Background: an optimization exercise with open tools, aiming at small area, a short achievable clock period and few clock cycles. Do not read the settings as production practice.

== oak ==
==> module line_drawer, before the edit <==
module line_drawer (
    input             clk,
    input             rst_,
    input      [51:0] in_op,
    input             in_rts,
    output            in_rtr,
    output            v_valid,
    output     [15:0] v_grp,        
    output     [7:0]  v_mask,
    output     [11:0] v_col,
    input             v_take,
    output            busy
);
    localparam S_DIFF = 2'd1, S_ORDER = 2'd2, S_DRAW = 2'd3;
    reg        rdy;             
    reg [1:0]  state;
    reg [9:0]  x1, x2;
    reg [7:0]  y1, y2;
    reg [11:0] col;
    reg        xgt, ygt;
    reg        xmaj, mdec;
    reg [7:0]  cnt, m;          
    wire signed [8:0] err  = x2[8:0];
    wire [7:0]        dmag = y2;
    reg [7:0]  gmask;           
    reg  nrdy_o;
    assign in_rtr = !nrdy_o;
    wire drawing = !rdy && (state == S_DRAW);
    wire last    = (cnt == 8'd0);
    wire [7:0] pbit = 8'd1 << x1[2:0];
    wire leave   = last || !xmaj || !err[8] || (x1[2:0] == 3'd7);
    wire step    = drawing && (!leave || v_take);
    assign v_valid = drawing && leave;
    assign v_grp   = {1'b0, y1, x1[9:3]};
    assign v_mask  = gmask | pbit;
    assign v_col   = col;
    assign busy    = !rdy;
    wire [10:0] ddx = {1'b0, x2} - {1'b0, x1};    
    wire [9:0]  ndx = x1 - x2;
    wire [8:0]  ddy = {1'b0, y2} - {1'b0, y1};    
    wire [7:0]  ndy = y1 - y2;
    wire [8:0]  mmc = {1'b0, m} - {1'b0, cnt};
    wire [8:0]  cmm = {1'b0, cnt} - {1'b0, m};
    wire        dxge = !cmm[8];
    wire       swp  = dxge ? xgt : ygt;
    always @(posedge clk or negedge rst_) begin
        if (!rst_) begin
            rdy    <= 1'b1;
            nrdy_o <= 1'b0;
            state  <= S_DIFF;
        end else begin
            if (rdy) begin
                if (in_rts) begin
                    rdy    <= 1'b0;
                    nrdy_o <= 1'b1;
                    state  <= S_DIFF;
                end
            end else begin
                case (state)
                    S_DIFF:  state <= S_ORDER;
                    S_ORDER: state <= S_DRAW;
                    default: if (step && last) begin
                        rdy    <= 1'b1;
                        nrdy_o <= 1'b0;
                    end
                endcase
            end
        end
    end
    always @(posedge clk) begin
        if (rdy) begin
            if (in_rts) begin
                x1  <= in_op[51:42];
                y1  <= in_op[39:32];
                x2  <= in_op[31:22];
                y2  <= in_op[19:12];
                col <= in_op[11:0];
            end
        end else begin
            case (state)
                S_DIFF: begin
                    xgt <= ddx[10];
                    ygt <= ddy[8];
                    cnt <= ddx[10] ? ndx[7:0] : ddx[7:0];
                    m   <= ddy[8] ? ndy : ddy[7:0];
                end
                S_ORDER: begin
                    xmaj <= dxge;
                    if (swp) begin
                        x1 <= x2;
                        y1 <= y2;
                    end
                    mdec <= swp ^ (dxge ? ygt : xgt);
                    if (!dxge) begin
                        cnt <= m;
                        m   <= cnt;
                    end
                    x2    <= {1'b0, dxge ? (mmc) : (cmm)};
                    y2    <= dxge ? cmm[7:0] : mmc[7:0];
                    gmask <= 8'd0;
                end
                default: if (step) begin
                    gmask <= leave ? 8'd0 : (gmask | pbit);
                    if (!last) begin
                        cnt <= cnt - 8'd1;
                        if (xmaj) begin
                            x1 <= x1 + 10'd1;
                            if (!err[8]) y1 <= mdec ? y1 - 8'd1 : y1 + 8'd1;
                        end else begin
                            y1 <= y1 + 8'd1;
                            if (!err[8]) x1 <= mdec ? x1 - 10'd1 : x1 + 10'd1;
                        end
                        x2[8:0] <= err[8] ? err + {1'b0, m} : err - {1'b0, dmag};
                    end
                end
            endcase
        end
    end
endmodule
export LEC_CHECK = 0
export CAP_MARGIN = 20
export CORE_MARGIN = 2
export CORE_UTILIZATION = 40
export CTS_CLUSTER_DIAMETER = 100
export CTS_CLUSTER_SIZE = 20
export PLACE_DENSITY = 0.8
export SLEW_MARGIN = 20
create_clock -name core_clock -period 10.0 [get_ports {clk}]
standard.sh (not shown) runs the stock make flow with config.mk's settings and CLKGATE_MAP_FILE= SYNTH_SCRIPT=/design/flow/synth_recipe.tcl, a recipe that flattens the netlist after the stock synthesis.
==> flow/flow/run.sh <==
#!/bin/bash
# The standard layout (standard.sh) with two repair settings changed:
#  - the port buffers are sky130_fd_sc_hd__buf_1 (buffer_ports picks
#    clkdlybuf4s50_1 by default, a slow delay cell);
set -euo pipefail
sed "s|CLKGATE_MAP_FILE= |CLKGATE_MAP_FILE= SETUP_SLACK_MARGIN=6.8 'BUFFER_PORTS_ARGS=-buffer_cell sky130_fd_sc_hd__buf_1' |" standard.sh > standard_tuned.sh
bash standard_tuned.sh > flow.log 2>&1
oak went all the way through synthesis, placement and routing and the layout is clean on timing, DRC and antenna.
Input-level comparison between pine and oak:
==> flow/design.v, changed modules only <==
module line_drawer (
    input             clk,
    input             rst_,
    input      [51:0] in_op,
    input             in_rts,
    output            in_rtr,
    output            v_valid,
    output     [15:0] v_grp,        
    output     [7:0]  v_mask,
    output     [11:0] v_col,
    input             v_take,
    output            busy
);
    localparam S_DIFF = 2'd0, S_ABS = 2'd1, S_ORDER = 2'd2, S_DRAW = 2'd3;
    reg        rdy;             
    reg [1:0]  state;
    reg [9:0]  x1, x2;
    reg [7:0]  y1, y2;
    reg [11:0] col;
    reg        xgt, ygt;
    reg        xmaj, mdec;
    reg [7:0]  cnt, m;          
    wire signed [8:0] err  = x2[8:0];
    wire [7:0]        dmag = y2;
    reg [7:0]  gmask;           
    reg  nrdy_o;
    assign in_rtr = !nrdy_o;
    wire drawing = !rdy && (state == S_DRAW);
    wire last    = (cnt == 8'd0);
    wire [7:0] pbit = 8'd1 << x1[2:0];
    wire leave   = last || !xmaj || !err[8] || (x1[2:0] == 3'd7);
    wire step    = drawing && (!leave || v_take);
    assign v_valid = drawing && leave;
    assign v_grp   = {1'b0, y1, x1[9:3]};
    assign v_mask  = gmask | pbit;
    assign v_col   = col;
    assign busy    = !rdy;
    wire [8:0]  ddx = x2[8:0] - x1[8:0];          
    wire [8:0]  ddy = {1'b0, y2} - {1'b0, y1};    
    wire [8:0]  mmc = {1'b0, m} - {1'b0, cnt};
    wire [8:0]  cmm = {1'b0, cnt} - {1'b0, m};
    wire        dxge = !cmm[8];
    wire       swp  = dxge ? xgt : ygt;
    always @(posedge clk or negedge rst_) begin
        if (!rst_) begin
            rdy    <= 1'b1;
            nrdy_o <= 1'b0;
            state  <= S_DIFF;
        end else begin
            if (rdy) begin
                if (in_rts) begin
                    rdy    <= 1'b0;
                    nrdy_o <= 1'b1;
                    state  <= S_DIFF;
                end
            end else begin
                case (state)
                    S_DIFF:  state <= S_ABS;
                    S_ABS:   state <= S_ORDER;
                    S_ORDER: state <= S_DRAW;
                    default: if (step && last) begin
                        rdy    <= 1'b1;
                        nrdy_o <= 1'b0;
                    end
                endcase
            end
        end
    end
    always @(posedge clk) begin
        if (rdy) begin
            if (in_rts) begin
                x1  <= in_op[51:42];
                y1  <= in_op[39:32];
                x2  <= in_op[31:22];
                y2  <= in_op[19:12];
                col <= in_op[11:0];
            end
        end else begin
            case (state)
                S_DIFF: begin
                    xgt <= ddx[8];
                    ygt <= ddy[8];
                    cnt <= ddx[7:0];
                    m   <= ddy[7:0];
                end
                S_ABS: begin
                    if (xgt) cnt <= 8'd0 - cnt;
                    if (ygt) m   <= 8'd0 - m;
                end
                S_ORDER: begin
                    xmaj <= dxge;
                    if (swp) begin
                        x1 <= x2;
                        y1 <= y2;
                    end
                    mdec <= swp ^ (dxge ? ygt : xgt);
                    if (!dxge) begin
                        cnt <= m;
                        m   <= cnt;
                    end
                    x2    <= {1'b0, dxge ? (mmc) : (cmm)};
                    y2    <= dxge ? cmm[7:0] : mmc[7:0];
                    gmask <= 8'd0;
                end
                default: if (step) begin
                    gmask <= leave ? 8'd0 : (gmask | pbit);
                    if (!last) begin
                        cnt <= cnt - 8'd1;
                        if (xmaj) begin
                            x1 <= x1 + 10'd1;
                            if (!err[8]) y1 <= mdec ? y1 - 8'd1 : y1 + 8'd1;
                        end else begin
                            y1 <= y1 + 8'd1;
                            if (!err[8]) x1 <= mdec ? x1 - 10'd1 : x1 + 10'd1;
                        end
                        x2[8:0] <= err[8] ? err + {1'b0, m} : err - {1'b0, dmag};
                    end
                end
            endcase
        end
    end
endmodule
==> comparison <==
- pine: no failed stages, no open violations at the end
- Looking at global-route track usage on met2 across pine and oak, the one that comes out lower is pine.
- pine reports a lower post-route met1 wirelength than oak does.
- In pine relative to oak, post-route cell area had gone down by a few percent.
- Fraction of area in registers in pine vs oak: up 2.2 points
- Compared with oak, in pine total number of placement rows fell by about 2.6%, post-synthesis compound-gate area fraction rose by 0.18 points, final critical-path share of the clock period rose by 4.4 points.
No run of this note included a check of the RTL's function; only the layout flow was run.

re-timing with driven ports:
How much do the figures lean on ideal ports? The routed layouts below were timed once more, with nothing changed but the port constraints.
Step 1 (the two cells are an assumption about what drives the block):
set clk [get_ports {clk}]
set_driving_cell -lib_cell sky130_fd_sc_hd__clkbuf_16 $clk
set_driving_cell -lib_cell sky130_fd_sc_hd__buf_2 [delete_from_list [all_inputs] $clk]
Step 2 adds t to the input delays and takes it off the output delays; t is the mean of the earliest and latest rising clock arrival at the registers after step 1. Input paths then give back, and output paths get back, about the clock's delay inside the block.
Three values: no drivers, after step 1, after step 2; two values: the first two.
run | t (ns) | setup WS [ns] | worst register clock-pin slew, ns | worst data-port slew with drivers (ns)
oak | 0.576 | 6.784 / 6.779 / 6.356 | 0.10 / 0.10 | 0.09
pine | 0.547 | 6.345 / 6.345 / 6.345 | 0.10 / 0.10 | 0.09
After both steps every run listed still meets setup and hold. For oak, which loses most, drivers alone change the setup slack by -0.005 ns; drivers and shift together by -0.428 ns.
